Context: an optimization exercise on an open-source flow, tuned for small area. The choices shown serve that exercise and are no tape-out recipe. At most, simulation tests tie the RTL to the original design; equivalence was not proved. No functional check of the RTL was part of runs 3 and 4. Power figures rest on the tool's default switching activity, not on a simulated workload.

==> flow/config.mk <==
export PLATFORM = sky130hd
export DESIGN_NAME = queue
export DESIGN_NICKNAME = queue
export VERILOG_FILES = /design/flow/design.v
export SDC_FILE = /design/flow/constraint.sdc
export NUM_CORES = 4
export LEC_CHECK = 0
export CAP_MARGIN = 20
export CORE_MARGIN = 2
export CORE_UTILIZATION = 40
export PLACE_DENSITY = 0.6
export SLEW_MARGIN = 20
==> flow/constraint.sdc <==
create_clock -name core_clock -period 5.0 [get_ports {clk}]
set_input_delay 1.0000 -clock core_clock [delete_from_list [all_inputs] [get_ports {clk}]]
set_output_delay 1.0000 -clock core_clock [all_outputs]
set_load 0.01 [all_outputs]
==> flow/design.v <==
module queue(
    input clk,
    input rst,
    input wire [31:0] in,
    input signal,
    output wire [31:0] out,
    output queue_full,
    output queue_empty
);
    reg [31:0] queue_mem [7:0];
    reg full, empty;
    reg [31:0] deqOut;
    integer size;
    integer i;
    always @(posedge clk) begin
        if (rst) begin
            size = 0;
            full = 0;
            empty = 1;
        end
        else if (signal == 1) begin
            if(size < 8) begin
                queue_mem[size] = in;
                size = size + 1;
                empty = 0;
                if(size == 8) begin
                    full = 1;
                end
            end
        end
        else begin
            if(size > 0) begin
                deqOut = queue_mem[0];
                for (i = 0; i < 7; i = i + 1) begin
                    if (i < size - 1) begin
                        queue_mem[i] = queue_mem[i + 1];
                    end
                end
                size = size - 1;
                full = 0;
                if(size == 0) begin
                    empty = 1;
                end
            end
        end
    end
    assign out = deqOut;
    assign queue_full = full;
    assign queue_empty = empty;
endmodule
==> flow/run.sh <==
#!/bin/bash
# synth_recipe.tcl (not shown) runs the flow's synth.tcl, then flattens the netlist and writes it again
# the make line also repeats each setting of config.mk as NAME=value (left out here)
make -C /OpenROAD-flow-scripts/flow DESIGN_CONFIG=/design/flow/config.mk WORK_HOME=/design/flow/orfs CLKGATE_MAP_FILE= SYNTH_SCRIPT=/design/flow/synth_recipe.tcl finish
==> results of run 1 <==
where the power goes:
group / switching, mW / leakage (nW) / internal (mW)
Combinational: 2.85 / 2.82 / 1.52
Clock: 1.06 / 0.550 / 1.54
Sequential: 0.618 / 2.94 / 4.44
metrics by stage:
stage	area, µm²	hold slack [ps]	total power, mW	util
final	17000	404	12.0	0.468
after global routing	17000	409	12.8	0.468
after CTS	17000	396	12.1	0.467
after detailed placement	15800	405	9.44	0.435
after global placement	15800	401	9.33	0.435
after floorplan	14700	400	8.00	-
cells in the mapped netlist (10+ instances only):
cell type,n,share of area
inv_1,236,0.061
dfxtp_1,34,0.046
and4_1,10,0.0060
or3_1,10,0.0043
nor2_1,58,0.015
a21oi_1,33,0.011
nor4_1,17,0.0073
xor2_1,12,0.0072
nor3_1,24,0.0082
edfxtp_1,288,0.59
o21ai_0,262,0.090
nand3_1,23,0.0079
nand4_1,21,0.0090
a31oi_1,16,0.0068
clkbuf_1,62,0.016
nand2_1,69,0.018
buf_2,11,0.0038
xnor2_1,17,0.010
layout by cell type, fill, tap and decap left out, types with 10 or more instances in the layout:
| cell type | Yosys | layout |
|---|---|---|
| clkbuf_1 | 62 | 10 |
| buf_4 | 2 | 15 |
| nor4_1 | 17 | 17 |
| a31oi_1 | 16 | 14 |
| nor3_1 | 24 | 23 |
| o21ai_0 | 262 | 261 |
| xnor2_1 | 17 | 17 |
| nor2_1 | 58 | 57 |
| dfxtp_1 | 34 | 34 |
| inv_1 | 236 | 236 |
| clkdlybuf4s50_1 | 0 | 67 |
| nand3_1 | 23 | 23 |
| clkbuf_16 | 0 | 36 |
| and4_1 | 10 | 10 |
| a21oi_1 | 33 | 30 |
| nand4_1 | 21 | 21 |
| nand2_1 | 69 | 69 |
| or3_1 | 10 | 10 |
| xor2_1 | 12 | 12 |
| edfxtp_1 | 288 | 288 |
state kept, by name, summed over array words and instances, names as in the netlist:
register	cells
size	32
full	1
queue_mem	256
empty	1
deqOut	32
cell type report:
type,count,area (µm²),area share
Tap cell,468,586,0.0344
Clock buffer,46,938,0.0552
Inverter,237,890,0.0523
Multi-Input combinational cell,694,4170,0.245
Sequential cell,322,9330,0.549
Clock inverter,15,206,0.0121
Timing Repair Buffer,87,882,0.0519
worst register-to-register path, cell delays in order (launching register included):
cell and delay, ps:
dfxtp_1 440, inv_1 190, ha_1 400, nor3b_2 370, nand2_1 310, nor3_1 410
o21ai_0 140, a21oi_1 240, nor3_2 80, buf_4 200, a31oi_4 490, buf_12 260
cells by family (layout without fill, tap and decap cells):
| kind of cell | Yosys count | count (layout) | share of synthesized area |
|---|---|---|---|
| AOI/OAI and AO/OA | 367 | 367 | 0.141 |
| xor gates and xnor gates | 29 | 29 | 0.0173 |
| adders and majority gates | 8 | 8 | 0.00684 |
| buffers and inverters | 322 | 385 | 0.0855 |
| DFF | 322 | 322 | 0.637 |
| muxes | 3 | 3 | 0.00205 |
| and+or+nand+nor | 287 | 287 | 0.111 |
path summary, 6_finish.rpt:
kind | endpoint | cells after the start
max | queue_mem[1][22]$_DFFE_PP_ | 11
min | deqOut[11]$_DFFE_PP_ | 0
max reg2reg | queue_mem[1][22]$_DFFE_PP_ | 11
min reg2reg | deqOut[11]$_DFFE_PP_ | 0
per-layer routing:
metal | global-route usage | routed length [µm] | vias up
met3 | 0.0316 | 1760 | 48
met4 | 0.0568 | 700 | 0
met1 | 0.236 | 14700 | 4624
met2 | 0.260 | 14300 | 265
met5 | 0 | 0 | -
li1 | - | - | 4797
==> results.yml, run 1 <==
sta:
  finalSetupViolCount: 0
  grt_setup_unrepaired: "no"
  fin_tns_setup_ps: 0
  slew_violations: 0
  slew_headroom: 0.283
  worstMarginPinSlew_ps: 1070
  period_share: 0.769
  hold_violations: 0
  min_period_ps: 3850
  fin_ws_ps: 1150
  timing.fmax_mhz: 260
  finClkSkew_ps: 33.3
route:
  viasPerCell: 5.21
  drc_errors: 0
  routedWlPerCell_um: 16.8
  drt_wl_total_mm: 31.5
  drt-pass1-iter-count: 5
  drt-initial-drc-count: 864
  drtAntennaViolNets: 0
  vias: 9734
grt:
  grt_max_degree: 248
  grt_pass1_vias: 9394
  antenna_found_initial: 0
  overflow: 0
  grt_pass1_wl_mm: 51.0
  grt_usage: 0.167
status:
  status: "complete, no violations"
clock_network:
  cts_tree: "built"
  cts-root-buf: "clkbuf_16"
  cts.clk_slew.worst_paths_ps: 60
  cts_buffer_depth: 3
  cts.sink_count: 322
  cts_resized: 0
  cts_made_buffers: 36
  clk_latency_ps: 550
  cts_hold_buf: 0
  htree_levels: 2
  cts_setup_buffers: 0
power_and_ir_drop:
  ir_worst_vdd_v: 0.000516
  p_per_area_mw_per_mm2: 708
  p_leak_nw: 6.31
floorplan:
  row_count: 70
  start_util: 0.403
  die_y_um: 195
  io_pins: 69
  die_w_um: 195
  fp.coreArea_mm2: 0.0363
  die_area_mm2: 0.0381
logic_synthesis:
  ys_warn_count: 2
  syn_avg_cell_area_um2: 10.9
  synth.lib_cells_used.distinct: 76
  ys_seq_area_frac: 0.637
  synthArstFlopShare: 0
  syn_area_mm2: 0.0146
  syn_inst: 1338
  ys.flop_type: "edfxtp_1"
  synth-edff-count: 288
  synth-seq-cells: 322
  synth_nets: 1381
layout:
  stdcell_count: 1869
  final_layout_size_suffix_gt1_frac: 0.0771
  fillCellCount: 3251
  area_delta_synth_final_pct: 16.1
  final_nets: 1421
  antennaDiodeCount: 0
critical_path:
  timing.rr.start: "size[0]$_SDFFE_PP0P_"
  path_delay_family: "simple AND/OR/NAND/NOR gates"
  worstSetupEndpointType: "flop"
  cpPeakStageDelay_ps: 490
  worstSetupPathType: "flop to flop"
  path_cells: "inv_1, ha_1, nor3b_2, nand2_1, nor3_1, o21ai_0, a21oi_1, nor3_2, buf_4, a31oi_4, buf_12"
  cp.required_ps: 5220
  startpoint: "size[0]$_SDFFE_PP0P_"
  start_kind: "flop"
  r2r_slack_ps: 1150
  cp_max_fo: 22
  crit_path_top_delay_cell: "a31oi_4"
  arrival_ps: 4060
  crit_buf_inv: 3
placed_design:
  dpl.cell_count: 1807
  post-dp-hpwl_mm: 19.6
  dp_slack_ps: 938
  gp_congestion: 0.867
  port_buffers: 68
worst_hold_path:
  min_path_type: "flop to flop"
  min_from: "queue_mem[0][11]$_DFFE_PP_"
job:
  maxCapViolations: 0
==> run 2: changes to the inputs <==
==> flow/design.v (replaced) <==
module queue(
    input clk,
    input rst,
    input wire [31:0] in,
    input signal,
    output wire [31:0] out,
    output queue_full,
    output queue_empty
);
    reg [31:0] mem [7:0];
    reg [31:0] deqOut;
    reg [2:0] head;      
    reg full, empty;
    wire enq = signal & ~full;
    wire deq = ~signal & ~empty;
    wire [7:0] sel;
    genvar g;
    generate
        for (g = 0; g < 8; g = g + 1) begin : g_sel
            assign sel[g] = deq & (head == g);
        end
    endgenerate
    integer i;
    reg [31:0] rd;
    always @(*) begin
        rd = {32{~deq}} & deqOut;
        for (i = 0; i < 8; i = i + 1)
            rd = rd | ({32{sel[i]}} & mem[i]);
    end
    always @(posedge clk) begin
        if (enq) begin
            mem[0] <= in;
            for (i = 1; i < 8; i = i + 1)
                mem[i] <= mem[i - 1];
        end
        deqOut <= rd;
    end
    always @(posedge clk) begin
        if (rst) begin
            head <= 3'd7;
            full <= 1'b0;
            empty <= 1'b1;
        end else if (enq) begin
            head <= head + 3'd1;
            empty <= 1'b0;
            full <= (head == 3'd6);
        end else if (deq) begin
            head <= head - 3'd1;
            full <= 1'b0;
            empty <= (head == 3'd0);
        end
    end
    assign out = deqOut;
    assign queue_full = full;
    assign queue_empty = empty;
endmodule
==> results.yml, run 2 <==
layout:
  final_cell_mix: "edfxtp_1 (256), a22oi_1 (94), clkdlybuf4s50_1 (68)"
  largest_reg_flops: 256
  area_delta_synth_final_pct: 19.5
  antennaDiodeCount: 0
  final_nets: 713
  layout_commonest_cell: "edfxtp_1"
  final_layout_size_suffix_gt1_frac: 0.122
  final_cell_area_mm2: 0.0126
  stdcell_count: 1030
sta:
  finClkSkew_ps: 8.16
  worstMarginPinSlew_ps: 1110
  min_period_ps: 3240
  slew_violations: 0
  finalSetupViolCount: 0
  slew_headroom: 0.258
  timing.fmax_mhz: 308
  period_share: 0.649
  holdWs_ps: 450
  grt_setup_unrepaired: "no"
  fin_tns_setup_ps: 0
  hold_violations: 0
logic_synthesis:
  ys.flop_type: "edfxtp_1"
  syn_area_mm2: 0.0105
  synth-simple-area-share: 0.0449
  ys_seq_area_frac: 0.800
  synth-edff-count: 256
  muxShareOfSynthArea: 0.000950
  ys_top_cells_by_count: "edfxtp_1 (256), a22oi_1 (94), dfxtp_1 (37)"
  yosysTopAreaCellShare: 0.730
  ys_warn_count: 2
  syn_avg_cell_area_um2: 18.0
  synth-seq-cells: 293
  synth.lib_cells_used.distinct: 30
  synth_nets: 627
  synth_compound_area_frac: 0.119
  yosysMostFrequentCell: "edfxtp_1"
  synth_xor_area_frac: 0.00166
  synth-adder-area-share: 0.00832
  synth_area_leaders: "edfxtp_1 (73%), dfxtp_1 (7.0%), a22oi_1 (6.7%), o21ai_0 (1.6%), a22o_1 (1.4%)"
  syn_inst: 585
  synthArstFlopShare: 0
  synth_top_family_by_area: "compound AO/OA/AOI/OAI gates"
  synth_largest_area_cell: "edfxtp_1"
clock_network:
  cts_resized: 0
  htree_levels: 1
  cts_tree: "built"
  cts-root-buf: "clkbuf_16"
  cts.clk_slew.worst_paths_ps: 60
  cts_made_buffers: 30
  cts_setup_buffers: 0
  cts.sink_count: 293
  cts_buffer_depth: 3
  clk_latency_ps: 540
  cts_hold_buf: 0
route:
  viasPerCell: 5.50
  drc_errors: 0
  drt-pass1-iter-count: 6
  drt-initial-drc-count: 566
  routedWlPerCell_um: 21.3
  vias: 5666
  drtAntennaViolNets: 0
  drt_wl_total_mm: 21.9
critical_path:
  path_delay_family: "buffers and inverters"
  start_kind: "input pin"
  crit_buf_inv: 3
  worstSetupPathType: "input pin to flop"
  cp.required_ps: 5260
  worstSetupEndpointType: "flop"
  crit_path_top_delay_cell: "clkdlybuf4s50_1"
  cpPeakStageDelay_ps: 840
  r2r_slack_ps: 2640
  cp_max_fo: 46
  path_cells: "clkdlybuf4s50_1, nand2b_4, clkinvlp_4, buf_4"
  arrival_ps: 3500
placed_design:
  gp_congestion: 0.696
  post-dp-hpwl_mm: 12.2
  placed_area_mm2: 0.0116
  dpl.cell_count: 974
  port_buffers: 68
power_and_ir_drop:
  p_leak_nw: 4.20
  p_per_area_mw_per_mm2: 482
  ir_worst_vdd_v: 0.000364
worst_hold_path:
  min_path_type: "flop to flop"
floorplan:
  fp.coreArea_mm2: 0.0260
  die_y_um: 166
  row_count: 59
  die_area_mm2: 0.0276
  start_util: 0.405
  io_pins: 69
  die_w_um: 166
job:
  maxCapViolations: 0
grt:
  grt_pass1_vias: 5772
  overflow: 0
  grt_pass1_wl_mm: 33.9
  antenna_found_initial: 0
  grt_usage: 0.156
  grt_max_degree: 47
status:
  status: "complete, no violations"
[run 2: path summary, 6_finish.rpt]
check | startpoint | end | cells past startpoint
max reg2reg | head[2]$_SDFFE_PP1P_ | deqOut[16]$_DFF_P_ | 4
max | signal | mem[0][20]$_DFFE_PP_ | 4
min | mem[6][19]$_DFFE_PP_ | mem[7][19]$_DFFE_PP_ | 0
min reg2reg | mem[6][19]$_DFFE_PP_ | mem[7][19]$_DFFE_PP_ | 0
[run 2: stage by stage]
| stage | utilization | total power, mW | worst slack (ps) |
|---|---|---|---|
| after global routing | 0.484 | 6.31 | 1580 |
| after global placement | 0.447 | 3.89 | 1240 |
| final | 0.484 | 6.06 | 1760 |
| after detailed placement | 0.447 | 3.92 | 1120 |
| after CTS | 0.484 | 6.12 | 1730 |
| after floorplan | - | 3.54 | -443 |
[run 2: routing by layer]
metal | part of all wire | track usage | wire length (µm)
met1 | 0.42 | 0.216 | 9320
met3 | 0.066 | 0.0322 | 1450
met4 | 0.019 | 0.0356 | 419
met5 | 0 | 0 | 0
met2 | 0.49 | 0.256 | 10700
[run 2: kinds of logic after synthesis]
group / after synthesis
flops: 293
compound gates: 165
simple gates: 78
buf+inv: 39
fa+ha+maj: 7
xor+xnor: 2
mux: 1
[run 2: power by group]
part / internal [mW] / switching [mW]
clock: 1.30 / 0.889
sequential: 3.02 / 0.186
combinational: 0.318 / 0.344
total: 4.64 / 1.42
[run 2: layout make-up]
class,count,area [µm²]
Fill cell,2184,13400
Sequential cell,293,8430
Multi-Input combinational cell,253,1870
Clock buffer,42,867
Timing Repair Buffer,89,863
Tap cell,335,419
Clock inverter,14,120
Inverter,4,18.8
[run 2: worst reg2reg max path, stage by stage, from the launching register on]
cell	delay, ps
dfxtp_1	650
nor4bb_4	980
buf_4	390
a22oi_1	140
nand4_1	130
==> run 3: changes to the inputs <==
--- a/flow/design.v
+++ b/flow/design.v
@@ -16,2 +16,3 @@
     wire [7:0] sel;
+    wire hold = ~deq;
     genvar g;
@@ -22,9 +23,13 @@
     endgenerate
+    wire [31:0] rd;
+    generate
+        for (g = 0; g < 32; g = g + 1) begin : g_rd
+            queue_rdbit u_rd(
+                .sel(sel), .hold(hold),
+                .d({mem[7][g], mem[6][g], mem[5][g], mem[4][g],
+                    mem[3][g], mem[2][g], mem[1][g], mem[0][g]}),
+                .q(deqOut[g]), .y(rd[g]));
+        end
+    endgenerate
     integer i;
-    reg [31:0] rd;
-    always @(*) begin
-        rd = {32{~deq}} & deqOut;
-        for (i = 0; i < 8; i = i + 1)
-            rd = rd | ({32{sel[i]}} & mem[i]);
-    end
     always @(posedge clk) begin
@@ -56 +61,20 @@
 endmodule
+module queue_rdbit(
+    input [7:0] sel,
+    input hold,
+    input [7:0] d,
+    input q,
+    output y
+);
+    wire n0, n1, n2;
+    queue_aoi222 u0(.a1(sel[0]), .b1(d[0]), .a2(sel[1]), .b2(d[1]), .a3(sel[2]), .b3(d[2]), .y(n0));
+    queue_aoi222 u1(.a1(sel[3]), .b1(d[3]), .a2(sel[4]), .b2(d[4]), .a3(sel[5]), .b3(d[5]), .y(n1));
+    queue_aoi222 u2(.a1(sel[6]), .b1(d[6]), .a2(sel[7]), .b2(d[7]), .a3(hold), .b3(q), .y(n2));
+    assign y = ~(n0 & n1 & n2);
+endmodule
+module queue_aoi222(
+    input a1, b1, a2, b2, a3, b3,
+    output y
+);
+    assign y = ~((a1 & b1) | (a2 & b2) | (a3 & b3));
+endmodule
--- a/flow/config.mk
+++ b/flow/config.mk
@@ -12 +12,3 @@
 export SLEW_MARGIN = 20
+export SYNTH_HIERARCHICAL = 1
+export SYNTH_MINIMUM_KEEP_SIZE = 0
==> results.yml, run 3 <==
status:
  status: "complete, no violations"
layout:
  largest_reg_flops: 256
  antennaDiodeCount: 0
  final_layout_size_suffix_gt1_frac: 0.0985
  final_cell_mix: "edfxtp_1 (256), a222oi_1 (96), clkdlybuf4s50_1 (68)"
  finalCoreUtilization: 0.493
  stdcell_count: 913
  layout_commonest_cell: "edfxtp_1"
  final_cell_area_mm2: 0.0120
  final_nets: 608
  area_delta_synth_final_pct: 21.5
route:
  routedWlPerCell_um: 22.7
  drt-initial-drc-count: 982
  drt_wl_total_mm: 20.7
  drtAntennaViolNets: 0
  vias: 5314
  drc_errors: 0
  drt-pass1-iter-count: 8
  viasPerCell: 5.82
clock_network:
  cts_resized: 0
  htree_levels: 1
  cts_tree: "built"
  cts-root-buf: "clkbuf_16"
  cts_hold_buf: 0
  clk_latency_ps: 540
  cts.clk_slew.worst_paths_ps: 60
  cts_setup_buffers: 0
  cts_made_buffers: 29
  cts_buffer_depth: 3
  cts.sink_count: 293
power_and_ir_drop:
  p_comb_frac: 0.112
  p_leak_nw: 4.02
  clkPwrFrac: 0.347
  swShare: 0.225
  power_mw: 5.98
  seqPwrFrac: 0.540
  p_int_mw: 4.63
  ir_worst_vdd_v: 0.000248
  p_sw_mw: 1.35
  p_per_area_mw_per_mm2: 500
critical_path:
  path_cells: "clkdlybuf4s50_1, nor2b_4, buf_4"
  start_kind: "input pin"
  worstSetupPathType: "input pin to flop"
  worstSetupEndpointType: "flop"
  cp_max_fo: 31
  path_delay_family: "buffers and inverters"
  cp.required_ps: 5210
  crit_path_top_delay_cell: "nor2b_4"
  arrival_ps: 2930
  crit_buf_inv: 2
  cpPeakStageDelay_ps: 890
logic_synthesis:
  syn_avg_cell_area_um2: 21.5
  ys.flop_type: "edfxtp_1"
  ys_top_cells_by_count: "edfxtp_1 (256), a222oi_1 (96), dfxtp_1 (37)"
  synth_area_leaders: "edfxtp_1 (78%), a222oi_1 (9.8%), dfxtp_1 (7.5%), nand3_1 (1.6%), ha_1 (0.89%)"
  synthArstFlopShare: 0
  synth-edff-count: 256
  ys_warn_count: 8
  syn_inst: 458
  synth_largest_area_cell: "edfxtp_1"
  syn_area_mm2: 0.00984
  yosysTopAreaCellShare: 0.782
  synth_nets: 500
  synth.lib_cells_used.distinct: 23
  synth-seq-cells: 293
  ys_seq_area_frac: 0.857
  yosysMostFrequentCell: "edfxtp_1"
floorplan:
  start_util: 0.406
  io_pins: 69
  die_w_um: 161
  fp.coreArea_mm2: 0.0242
  die_y_um: 161
  row_count: 57
  die_area_mm2: 0.0259
sta:
  slew_violations: 0
  timing.fmax_mhz: 367
  grt_setup_unrepaired: "no"
  fin_ws_ps: 2270
  finalSetupViolCount: 0
  holdWs_ps: 446
  finClkSkew_ps: 14.6
  min_period_ps: 2730
  worstMarginPinSlew_ps: 1040
  hold_violations: 0
  slew_headroom: 0.306
  period_share: 0.545
  fin_tns_setup_ps: 0
placed_design:
  dpl.cell_count: 859
  post-dp-hpwl_mm: 10.6
  dp_slack_ps: 1700
  gp_congestion: 0.704
  port_buffers: 68
  placed_area_mm2: 0.0110
grt:
  grt_usage: 0.159
  grt_max_degree: 51
  grt_pass1_vias: 5502
  antenna_found_initial: 0
  grt_pass1_wl_mm: 32.2
  overflow: 0
worst_hold_path:
  min_path_type: "flop to flop"
job:
  maxCapViolations: 0
[run 3: per-module statistics from Yosys (local to each module, per instance)]
module / area (µm²) / times used
queue_rdbit: 5.00 / 32
queue_aoi222: 10.0 / 96
queue: 8710 / 1
[run 3: kinds of logic (layout without fill, tap and decap cells)]
family	Yosys count	after routing	synth area share
AOI/OAI and AO/OA	103	103	0.103
and+or+nand+nor	45	45	0.0249
xor gates and xnor gates	1	1	0.000891
muxes	2	2	0.00216
DFF	293	293	0.857
buffers and inverters	7	138	0.00343
adders and majority gates	7	7	0.00890
[run 3: path summary, 6_finish.rpt]
kind | to | cells after the start | startpoint | slack, ps
max | mem[6][6]$_DFFE_PP_ | 3 | signal | 2270
min | mem[2][28]$_DFFE_PP_ | 0 | mem[1][28]$_DFFE_PP_ | 450
max reg2reg | deqOut[8]$_DFF_P_ | 4 | empty$_SDFFE_PP1P_ | 2970
min reg2reg | mem[2][28]$_DFFE_PP_ | 0 | mem[1][28]$_DFFE_PP_ | 450
[run 3: routing by layer]
layer	share of wire	global-route usage	vias up
met5	0	0	-
met4	0.0099	0.0361	0
met3	0.090	0.0310	19
met2	0.48	0.254	251
met1	0.42	0.228	2722
li1	-	-	2322
[run 3: worst register-to-register path, cell delays in order (launching register included)]
cell	delay, ps
dfxtp_1	340
nor2_2	330
and3_2	860
a222oi_1	300
nand3_1	140
[run 3: power groups by stage]
stage	Sequential (mW)	Clock, mW	Combinational, mW
floorplan	3.28	0	0.252
global placement	3.26	0	0.661
detailed placement	3.28	0	0.680
CTS	3.23	2.13	0.681
global route	3.27	2.24	0.726
finish	3.23	2.08	0.671
[run 3: cell type report]
type / count / area (µm²)
Multi-Input combinational cell: 158 / 1380
Clock inverter: 6 / 83.8
Inverter: 6 / 22.5
Timing Repair Buffer: 78 / 806
Fill cell: 2049 / 12300
Clock buffer: 48 / 827
Tap cell: 324 / 405
Sequential cell: 293 / 8430
==> run 4: changes to the inputs <==
--- a/flow/config.mk
+++ b/flow/config.mk
@@ -10,2 +10,3 @@
 export CORE_UTILIZATION = 40
+export CTS_BUF_LIST = sky130_fd_sc_hd__clkbuf_4 sky130_fd_sc_hd__clkbuf_8
 export PLACE_DENSITY = 0.6
==> results.yml, run 4 <==
clock_network:
  cts-root-buf: "clkbuf_8"
  cts_hold_buf: 0
  cts_setup_buffers: 0
  cts_resized: 0
  clk_latency_ps: 550
  htree_levels: 2
  cts_buffer_depth: 3
  cts_tree: "built"
  cts.clk_slew.worst_paths_ps: 60
  cts.sink_count: 293
  cts_made_buffers: 47
critical_path:
  worstSetupPathType: "input pin to flop"
  cp_max_fo: 31
  worstSetupEndpointType: "flop"
  arrival_ps: 2940
  start_kind: "input pin"
  cp.required_ps: 5210
logic_synthesis:
  synth_nets: 500
  ys_top_cells_by_count: "edfxtp_1 (256), a222oi_1 (96), dfxtp_1 (37)"
  synth-seq-cells: 293
  ys_seq_area_frac: 0.857
  synth.lib_cells_used.distinct: 23
  synth-edff-count: 256
  ys_warn_count: 8
  syn_avg_cell_area_um2: 21.5
  syn_area_mm2: 0.00984
  yosysTopAreaCellShare: 0.782
  syn_inst: 458
  yosysMostFrequentCell: "edfxtp_1"
  synth_area_leaders: "edfxtp_1 (78%), a222oi_1 (9.8%), dfxtp_1 (7.5%), nand3_1 (1.6%), ha_1 (0.89%)"
  ys.flop_type: "edfxtp_1"
  synthArstFlopShare: 0
  synth_largest_area_cell: "edfxtp_1"
grt:
  grt_usage: 0.163
  antenna_found_initial: 0
  overflow: 0
  grt_pass1_vias: 5644
  grt_util_met3: 0.0442
  grt_use_met1: 0.225
  grt_max_degree: 51
  grt.busiest_layer: "met2"
  grt_pass1_wl_mm: 32.7
  met2_usage: 0.256
route:
  drtAntennaViolNets: 0
  drt-initial-drc-count: 903
  drt_wl_total_mm: 21.2
  vias: 5483
  viasPerCell: 5.80
  drc_errors: 0
  drt-pass1-iter-count: 7
  routedWlPerCell_um: 22.4
sta:
  fin_tns_setup_ps: 0
  finalSetupViolCount: 0
  finClkSkew_ps: 19.9
  hold_violations: 0
  holdWs_ps: 443
  period_share: 0.544
  grt_setup_unrepaired: "no"
  timing.fmax_mhz: 367
  worstMarginPinSlew_ps: 1040
  slew_headroom: 0.306
  min_period_ps: 2720
  slew_violations: 0
  fin_ws_ps: 2280
layout:
  area_delta_synth_final_pct: 22.4
  finalCoreUtilization: 0.496
  final_layout_size_suffix_gt1_frac: 0.172
  final_cell_mix: "edfxtp_1 (256), a222oi_1 (96), clkdlybuf4s50_1 (68)"
  final_nets: 626
  largest_reg_flops: 256
  layout_commonest_cell: "edfxtp_1"
  antennaDiodeCount: 0
  fillCellCount: 2052
floorplan:
  fp.coreArea_mm2: 0.0242
  die_w_um: 161
  die_y_um: 161
  start_util: 0.406
  row_count: 57
  die_area_mm2: 0.0259
  io_pins: 69
placed_design:
  gp_congestion: 0.704
  port_buffers: 68
  dp_slack_ps: 1700
  post-dp-hpwl_mm: 10.6
status:
  status: "complete, no violations"
power_and_ir_drop:
  ir_worst_vdd_v: 0.000180
  seqPwrFrac: 0.537
  p_comb_frac: 0.111
  swShare: 0.232
  p_sw_mw: 1.40
  clkPwrFrac: 0.352
  p_int_mw: 4.62
  p_leak_nw: 4.12
  p_per_area_mw_per_mm2: 500
job:
  maxCapViolations: 0
worst_hold_path:
  min_path_type: "flop to flop"
-- run 4: worst max-delay path, cell delays in order --
cell	delay, ps
clkdlybuf4s50_1	580
nor2b_4	890
buf_4	440
-- run 4: final cells by class --
type	instances	area (µm²)	area share
Sequential cell	293	8430	0.700
Multi-Input combinational cell	158	1380	0.115
Clock buffer	78	923	0.0767
Timing Repair Buffer	78	806	0.0670
Tap cell	324	405	0.0337
Clock inverter	9	70.1	0.00582
Inverter	6	22.5	0.00187
-- run 4: per-stage QoR --
stage	cell area [µm²]	power [mW]	cells
finish	12000	6.02	946
CTS	12000	6.10	946
floorplan	9840	3.53	458
global placement	11000	3.92	859
global route	12000	6.29	946
detailed placement	11000	3.96	859
-- run 4: cells by family after synthesis --
group                      Yosys count  synth area share
muxes                                2           0.00216
adders and majority gates            7           0.00890
AOI/OAI and AO/OA                  103             0.103
buffers and inverters                7           0.00343
xor gates and xnor gates             1          0.000891
and+or+nand+nor                     45            0.0249
DFF                                293             0.857
-- run 4: worst paths after layout --
check                                           from                   end  slack, ps  depth (start not counted)
worst min-delay path            mem[1][22]$_DFFE_PP_  mem[2][22]$_DFFE_PP_        440                          0
worst min register to register  mem[1][22]$_DFFE_PP_  mem[2][22]$_DFFE_PP_        440                          0
worst max register to register    empty$_SDFFE_PP1P_     deqOut[8]$_DFF_P_       2970                          4
worst max-delay path                          signal   mem[1][6]$_DFFE_PP_       2280                          3
-- run 4: per-layer routing --
layer / share of wire / vias up
met3: 0.098 / 38
li1: - / 2364
met1: 0.41 / 2785
met4: 0.016 / 0
met5: 0 / -
met2: 0.47 / 296
-- run 4: per-module statistics from Yosys, one instance, submodules excluded --
module,flops+latches,area (µm²),cells inside
queue,293,8710,330
queue_rdbit,0,5.00,1
queue_aoi222,0,10.0,1
-- run 4: power by group through the flow --
stage | Clock [mW] | Combinational (mW) | Sequential [mW]
finish | 2.12 | 0.671 | 3.23
global route | 2.30 | 0.725 | 3.27
CTS | 2.19 | 0.681 | 3.24
detailed placement | 0 | 0.680 | 3.28
global placement | 0 | 0.661 | 3.26
floorplan | 0 | 0.252 | 3.28
==> run 5: changes to the inputs <==
--- a/flow/design.v
+++ b/flow/design.v
@@ -17,8 +17,11 @@
     wire hold = ~deq;
+    assign sel[0] = deq & ~head[2] & ~head[1] & ~head[0];
+    assign sel[1] = deq & ~head[2] & ~head[1] &  head[0];
+    assign sel[2] = deq & ~head[2] &  head[1] & ~head[0];
+    assign sel[3] = deq & ~head[2] &  head[1] &  head[0];
+    assign sel[4] = deq &  head[2] & ~head[1] & ~head[0];
+    assign sel[5] = deq &  head[2] & ~head[1] &  head[0];
+    assign sel[6] = deq &  head[2] &  head[1] & ~head[0];
+    assign sel[7] = deq &  head[2] &  head[1] &  head[0];
     genvar g;
-    generate
-        for (g = 0; g < 8; g = g + 1) begin : g_sel
-            assign sel[g] = deq & (head == g);
-        end
-    endgenerate
     wire [31:0] rd;
@@ -42,2 +45,4 @@
     end
+    wire [2:0] head_up = {head[2] ^ (head[1] & head[0]), head[1] ^ head[0], ~head[0]};
+    wire [2:0] head_dn = {head[2] ^ (~head[1] & ~head[0]), ~(head[1] ^ head[0]), ~head[0]};
     always @(posedge clk) begin
@@ -48,9 +53,9 @@
         end else if (enq) begin
-            head <= head + 3'd1;
+            head <= head_up;
             empty <= 1'b0;
-            full <= (head == 3'd6);
+            full <= head[2] & head[1] & ~head[0];
         end else if (deq) begin
-            head <= head - 3'd1;
+            head <= head_dn;
             full <= 1'b0;
-            empty <= (head == 3'd0);
+            empty <= ~head[2] & ~head[1] & ~head[0];
         end
--- a/flow/config.mk
+++ b/flow/config.mk
@@ -9,5 +9,4 @@
 export CORE_MARGIN = 2
-export CORE_UTILIZATION = 40
-export CTS_BUF_LIST = sky130_fd_sc_hd__clkbuf_4 sky130_fd_sc_hd__clkbuf_8
-export PLACE_DENSITY = 0.6
+export CORE_UTILIZATION = 50
+export PLACE_DENSITY = 0.65
 export SLEW_MARGIN = 20
==> results.yml, run 5 <==
layout:
  area_delta_synth_final_pct: 21.5
  ff_latch_area_mm2: 0.00843
  stdcell_count: 852
  fillCellCount: 1364
  final_layout_size_suffix_gt1_frac: 0.111
  final_nets: 601
  multi_input_area_mm2: 0.00139
  final_cell_mix: "edfxtp_1 (256), a222oi_1 (96), clkdlybuf4s50_1 (68)"
  layout_commonest_cell: "edfxtp_1"
  largest_reg_flops: 256
  antennaDiodeCount: 0
logic_synthesis:
  synth-edff-count: 256
  synth_largest_area_cell: "edfxtp_1"
  synth_area_leaders: "edfxtp_1 (79%), a222oi_1 (9.8%), dfxtp_1 (7.6%), nand3_1 (1.6%), nor2_1 (0.27%)"
  ys_top_cells_by_count: "edfxtp_1 (256), a222oi_1 (96), dfxtp_1 (37)"
  syn_inst: 460
  yosysMostFrequentCell: "edfxtp_1"
  synthArstFlopShare: 0
  ys_seq_area_frac: 0.862
  synth-seq-cells: 293
  yosysTopAreaCellShare: 0.786
  syn_area_mm2: 0.00977
  synth.lib_cells_used.distinct: 24
  syn_avg_cell_area_um2: 21.2
  ys_warn_count: 8
  ys.flop_type: "edfxtp_1"
  synth_nets: 497
critical_path:
  path_delay_family: "simple AND/OR/NAND/NOR gates"
  worst_r2r_path_depth: 5
  worstSetupPathType: "input pin to flop"
  cp.required_ps: 5470
  arrival_ps: 3330
  worstSetupEndpointType: "flop"
  cpPeakStageDelay_ps: 920
  cp_max_fo: 32
  crit_path_end: "deqOut[28]$_DFF_P_"
  path_cells: "clkdlybuf4s50_1, nor2_2, nand2_1, nor2_4, a222oi_1, nand3_1"
  start_kind: "input pin"
  timing.rr.start: "empty$_SDFFE_PP1P_"
  reg2reg_to: "deqOut[28]$_DFF_P_"
  startpoint: "signal"
  crit_path_top_delay_cell: "nor2_4"
  r2r_slack_ps: 2790
  crit_buf_inv: 1
  worst-path-stages: 6
clock_network:
  cts.clk_slew.worst_paths_ps: 60
  cts_made_buffers: 29
  clk_latency_ps: 540
  htree_levels: 1
  cts_buffer_depth: 3
  cts-root-buf: "clkbuf_16"
  cts_hold_buf: 0
  cts_tree: "built"
  cts_resized: 0
  cts.sink_count: 293
  cts_setup_buffers: 0
route:
  routedWlPerCell_um: 22.5
  drt-pass1-iter-count: 6
  drtAntennaViolNets: 0
  viasPerCell: 6.21
  vias: 5289
  drt_wl_total_mm: 19.2
  drt-initial-drc-count: 984
  drc_errors: 0
grt:
  grt_usage: 0.186
  antenna_found_initial: 0
  grt_pass1_vias: 5228
  grt_max_degree: 91
  overflow: 0
  grt_pass1_wl_mm: 29.5
floorplan:
  io_pins: 69
  die_w_um: 144
  fp.coreArea_mm2: 0.0193
  die_area_mm2: 0.0207
  start_util: 0.506
  die_y_um: 144
  row_count: 51
power_and_ir_drop:
  p_leak_nw: 3.96
  ir_worst_vdd_v: 0.000277
  p_comb_frac: 0.097
  swShare: 0.224
  p_sw_mw: 1.32
  power_mw: 5.89
  p_int_mw: 4.57
  seqPwrFrac: 0.536
  clkPwrFrac: 0.367
  p_per_area_mw_per_mm2: 496
status:
  status: "complete, no violations"
sta:
  finalSetupViolCount: 0
  fin_tns_setup_ps: 0
  finClkSkew_ps: 11.0
  slew_headroom: 0.266
  timing.fmax_mhz: 349
  hold_violations: 0
  period_share: 0.572
  min_period_ps: 2860
  grt_setup_unrepaired: "no"
  worstMarginPinSlew_ps: 1100
  fin_ws_ps: 2140
  slew_violations: 0
placed_design:
  post-dp-hpwl_mm: 9.77
  dp_slack_ps: 1600
  port_buffers: 68
  dpl.cell_count: 798
  gp_congestion: 0.732
worst_hold_path:
  min_path_type: "flop to flop"
  hold_depth: 0
job:
  maxCapViolations: 0
==> run 5: cell types whose count changed after synthesis, sizes merged, moves of 3 or more <==
cell,delta
and3,-6
ha,-5
inv,-3
nand2,+4
nor2,+5
nor3,+4
==> run 5: cell families (layout without fill, tap and decap cells) <==
kind of cell,after synthesis,count (layout),share of synthesized area
flops,293,293,0.862
fa+ha+maj,2,2,0.00256
compound gates,104,104,0.104
simple gates,55,55,0.0279
buf+inv,4,131,0.00154
mux,2,2,0.00218
==> run 5: worst min-delay path by stage <==
stage | from | end
final | mem[5][0]$_DFFE_PN_ | mem[6][0]$_DFFE_PN_
after global routing | mem[2][5]$_DFFE_PN_ | mem[3][5]$_DFFE_PN_
after global placement | mem[2][18]$_DFFE_PN_ | mem[3][18]$_DFFE_PN_
after detailed placement | mem[2][4]$_DFFE_PN_ | mem[3][4]$_DFFE_PN_
after CTS | mem[5][0]$_DFFE_PN_ | mem[6][0]$_DFFE_PN_
after floorplan | mem[0][0]$_DFFE_PN_ | mem[1][0]$_DFFE_PN_
==> run 5: power groups by stage <==
| stage | Clock [mW] | Combinational (mW) | Sequential (mW) |
|---|---|---|---|
| 3_3_place_gp | 0 | 0.558 | 3.19 |
| 3_5_place_dp | 0 | 0.579 | 3.20 |
| 6_report | 2.16 | 0.573 | 3.15 |
| 5_1_grt | 2.30 | 0.619 | 3.19 |
| 2_1_floorplan | 0 | 0.217 | 3.20 |
| 4_1_cts | 2.21 | 0.581 | 3.16 |
==> run 5: per-module statistics from Yosys (local to each module, per instance) <==
module	times used	flip-flops and latches	cell area, µm²
queue	1	293	8650
queue_aoi222	96	0	10.0
queue_rdbit	32	0	5.00
==> run 5: cell type report <==
class,count,share of cell area
well taps,265,0.0279
clock inverters,17,0.0146
flip-flops and latches,293,0.709
multi-input cells,163,0.117
clock buffers,37,0.0661
repair buffers,74,0.0642
inverters,3,0.000948
==> run 5: layer usage <==
metal | GRT usage | routed length, µm
met1 | 0.279 | 8260
met2 | 0.287 | 9110
met3 | 0.0343 | 1490
met4 | 0.0413 | 310
met5 | 0 | 0
==> run 5: stage by stage <==
step	instance area [µm²]	util	hold WS (ps)
after global routing	11900	0.614	465
after global placement	10900	0.565	431
final	11900	0.614	449
after detailed placement	10900	0.565	433
after floorplan	9770	-	425
after CTS	11900	0.614	448
==> run 6: changes to the inputs <==
==> flow/flow/run.sh (new file) <==
#!/bin/bash
# The standard layout, with two changes: the port buffers are the smallest
# buffer (buf_1), and the clock tree uses clkbuf_8 leaf buffers for clusters
# of up to 16 flip-flops, without dummy loads.
set -euo pipefail
export BUFFER_PORTS_ARGS="-buffer_cell sky130_fd_sc_hd__buf_1"
export CTS_ARGS="-sink_clustering_enable -repair_clock_nets -dont_use_dummy_load -sink_clustering_size 16 -sink_clustering_max_diameter 60 -buf_list sky130_fd_sc_hd__clkbuf_8"
bash standard.sh > make.log 2>&1
==> flow/standard.sh (new file) <==
#!/bin/bash
# synth_recipe.tcl (not shown) runs the flow's synth.tcl, then flattens the netlist and writes it again
# the make line also repeats each setting of config.mk as NAME=value (left out here)
make -C /OpenROAD-flow-scripts/flow DESIGN_CONFIG=/design/flow/config.mk WORK_HOME=/design/flow/orfs CLKGATE_MAP_FILE= SYNTH_SCRIPT=/design/flow/synth_recipe.tcl "${@:-finish}"
removed: flow/run.sh
==> results.yml, run 6 <==
worst_hold_path:
  min_path_type: "flop to flop"
  hold_depth: 0
  min_from: "mem[5][27]$_DFFE_PN_"
  hold_end: "mem[6][27]$_DFFE_PN_"
sta:
  holdWs_ps: 450
  slew_violations: 0
  fin_tns_setup_ps: 0
  finClkSkew_ps: 19.3
  worstMarginPinSlew_ps: 1110
  slew_headroom: 0.257
  min_period_ps: 2570
  hold_violations: 0
  period_share: 0.514
  finalSetupViolCount: 0
  grt_setup_unrepaired: "no"
  timing.fmax_mhz: 389
clock_network:
  clk_latency_ps: 530
  cts_hold_buf: 0
  cts_setup_buffers: 0
  htree_levels: 1
  cts_tree: "built"
  cts-root-buf: "clkbuf_8"
  cts_made_buffers: 22
  cts_resized: 0
  cts.sink_count: 293
  cts.clk_slew.worst_paths_ps: 90
  cts_buffer_depth: 3
job:
  maxCapViolations: 0
layout:
  final_cell_area_mm2: 0.0108
  final_cell_mix: "edfxtp_1 (256), a222oi_1 (96), buf_1 (68)"
  area_delta_synth_final_pct: 10.2
  ff_latch_area_mm2: 0.00843
  antennaDiodeCount: 0
  final_layout_size_suffix_gt1_frac: 0.0719
  multi_input_area_mm2: 0.00139
  fillCellCount: 1473
  largest_reg_flops: 256
  layout_commonest_cell: "edfxtp_1"
  final_nets: 595
logic_synthesis:
  syn_avg_cell_area_um2: 21.2
  synth_largest_area_cell: "edfxtp_1"
  ys_warn_count: 8
  syn_inst: 460
  synth-edff-count: 256
  synth-simple-area-share: 0.0279
  yosysMostFrequentCell: "edfxtp_1"
  synth_xor_area_frac: 0
  synth_compound_area_frac: 0.104
  syn_area_mm2: 0.00977
  synth.lib_cells_used.distinct: 24
  ys_seq_area_frac: 0.862
  synth-seq-cells: 293
  synth-adder-area-share: 0.00256
  ys.flop_type: "edfxtp_1"
  muxShareOfSynthArea: 0.00218
  synthArstFlopShare: 0
  yosysTopAreaCellShare: 0.786
  synth_nets: 497
  synth_top_family_by_area: "compound AO/OA/AOI/OAI gates"
  synth_area_leaders: "edfxtp_1 (79%), a222oi_1 (9.8%), dfxtp_1 (7.6%), nand3_1 (1.6%), nor2_1 (0.27%)"
  ys_top_cells_by_count: "edfxtp_1 (256), a222oi_1 (96), dfxtp_1 (37)"
grt:
  overflow: 0
  antenna_found_initial: 0
  grt_pass1_wl_mm: 29.5
  grt_pass1_vias: 5174
  grt_usage: 0.186
  grt_max_degree: 80
route:
  vias: 5165
  drt-initial-drc-count: 901
  viasPerCell: 6.29
  drc_errors: 0
  drt-pass1-iter-count: 6
  drt_wl_total_mm: 19.2
  drtAntennaViolNets: 0
  routedWlPerCell_um: 23.4
power_and_ir_drop:
  power_mw: 4.65
  ir_worst_vdd_v: 0.000251
  p_leak_nw: 3.46
  p_per_area_mw_per_mm2: 432
floorplan:
  start_util: 0.506
  die_y_um: 144
  die_w_um: 144
  io_pins: 69
  fp.coreArea_mm2: 0.0193
  row_count: 51
  die_area_mm2: 0.0207
placed_design:
  post-dp-hpwl_mm: 10.0
  gp_congestion: 0.758
  port_buffers: 68
  placed_area_mm2: 0.0105
critical_path:
  cp_max_fo: 32
  r2r_slack_ps: 2710
  path_cells: "buf_1, nor2_2, nand2_1, nor2_4, a222oi_1, nand3_1"
  arrival_ps: 3030
  start_kind: "input pin"
  timing.rr.start: "empty$_SDFFE_PP1P_"
  worstSetupPathType: "input pin to flop"
  path_delay_family: "simple AND/OR/NAND/NOR gates"
  cpPeakStageDelay_ps: 890
  crit_buf_inv: 1
  worstSetupEndpointType: "flop"
  crit_path_top_delay_cell: "nor2_4"
  cp.required_ps: 5460
  worst_r2r_path_depth: 5
  reg2reg_to: "deqOut[31]$_DFF_P_"
status:
  status: "complete, no violations"
==> run 6: cell counts after synthesis <==
No cell type changed its count.
==> run 6: worst max-delay path by stage <==
stage / startpoint / slack (ps) / end / depth (start not counted)
2_1_floorplan: signal / 1330 / head[1]$_SDFFE_PP1P_ / 3
3_3_place_gp: signal / 2040 / deqOut[29]$_DFF_P_ / 6
3_5_place_dp: signal / 1890 / deqOut[31]$_DFF_P_ / 6
4_1_cts: signal / 2430 / deqOut[31]$_DFF_P_ / 6
5_1_grt: signal / 2310 / deqOut[22]$_DFF_P_ / 6
6_report: signal / 2430 / deqOut[31]$_DFF_P_ / 6
==> run 6: layout make-up <==
type / count / share of cell area
sequential: 293 / 0.783
inverter: 3 / 0.00105
multi-input combinational: 163 / 0.129
tap: 265 / 0.0308
clock buffer: 22 / 0.0281
timing repair buffer: 75 / 0.0286
==> run 6: modules after synthesis (local to each module, per instance) <==
module | flops+latches | cells inside | area [µm²] | copies in the design
queue | 293 | 332 | 8650 | 1
queue_aoi222 | 0 | 1 | 10.0 | 96
queue_rdbit | 0 | 1 | 5.00 | 32
==> run 6: stage by stage <==
step	utilization	std cells	setup slack [ps]
detailed placement	0.541	799	1890
floorplan	-	460	1330
CTS	0.557	821	2430
finish	0.557	821	2430
global placement	0.541	799	2040
global route	0.557	821	2310
==> run 6: report_power, final <==
| part | leakage [nW] | internal (mW) | switching [mW] |
|---|---|---|---|
| Clock | 0.158 | 0.396 | 0.675 |
| Combinational | 0.495 | 0.163 | 0.264 |
| Sequential | 2.80 | 2.99 | 0.164 |
| Total | 3.46 | 3.55 | 1.10 |
==> run 6: cells by family (layout without fill, tap and decap cells) <==
family / count (synthesis) / count (layout)
AOI/OAI and AO/OA: 104 / 104
and+or+nand+nor: 55 / 55
DFF: 293 / 293
adders and majority gates: 2 / 2
muxes: 2 / 2
buffers and inverters: 4 / 100
==> run 6: layer usage <==
metal	GRT usage	up-vias	wire (µm)
li1	-	2270	-
met1	0.280	2605	7880
met2	0.290	278	9110
met3	0.0333	12	2090
met4	0.0377	0	129
met5	0	-	0

[static timing again, ports no longer ideal]
Ports are ideal in the flow. The routed layouts listed here were re-timed in OpenROAD.
Step 1, drivers: a clkbuf_16 drives clk and a buf_2 each remaining input, both assumed.
Step 2 times the ports against the registers' clock, not the clock port: input delays grow and output delays shrink by t, the midpoint of the rising clock arrivals with the driver on.
Three values: no drivers, after step 1, after step 2; two values: the first two.
run	shift t [ns]	setup WS [ns]	worst setup path at the end	clock arrival spread, ns
run 1	0.581	1.154 / 1.154 / 1.154	input to register	0.034 / 0.033
run 2	0.585	1.757 / 1.777 / 1.192	input to register	0.013 / 0.013
run 3	0.577	2.275 / 2.295 / 1.718	input to register	0.020 / 0.020
run 4	0.580	2.278 / 2.294 / 1.714	input to register	0.021 / 0.022
run 5	0.575	2.138 / 2.157 / 1.582	input to register	0.012 / 0.012
run 6	0.555	2.431 / 2.446 / 1.891	input to register	0.020 / 0.020
After both steps every run listed still meets setup and hold. The setup slack of run 2, which loses most, moves by +0.020 ns with the drivers and by -0.565 ns with both steps.
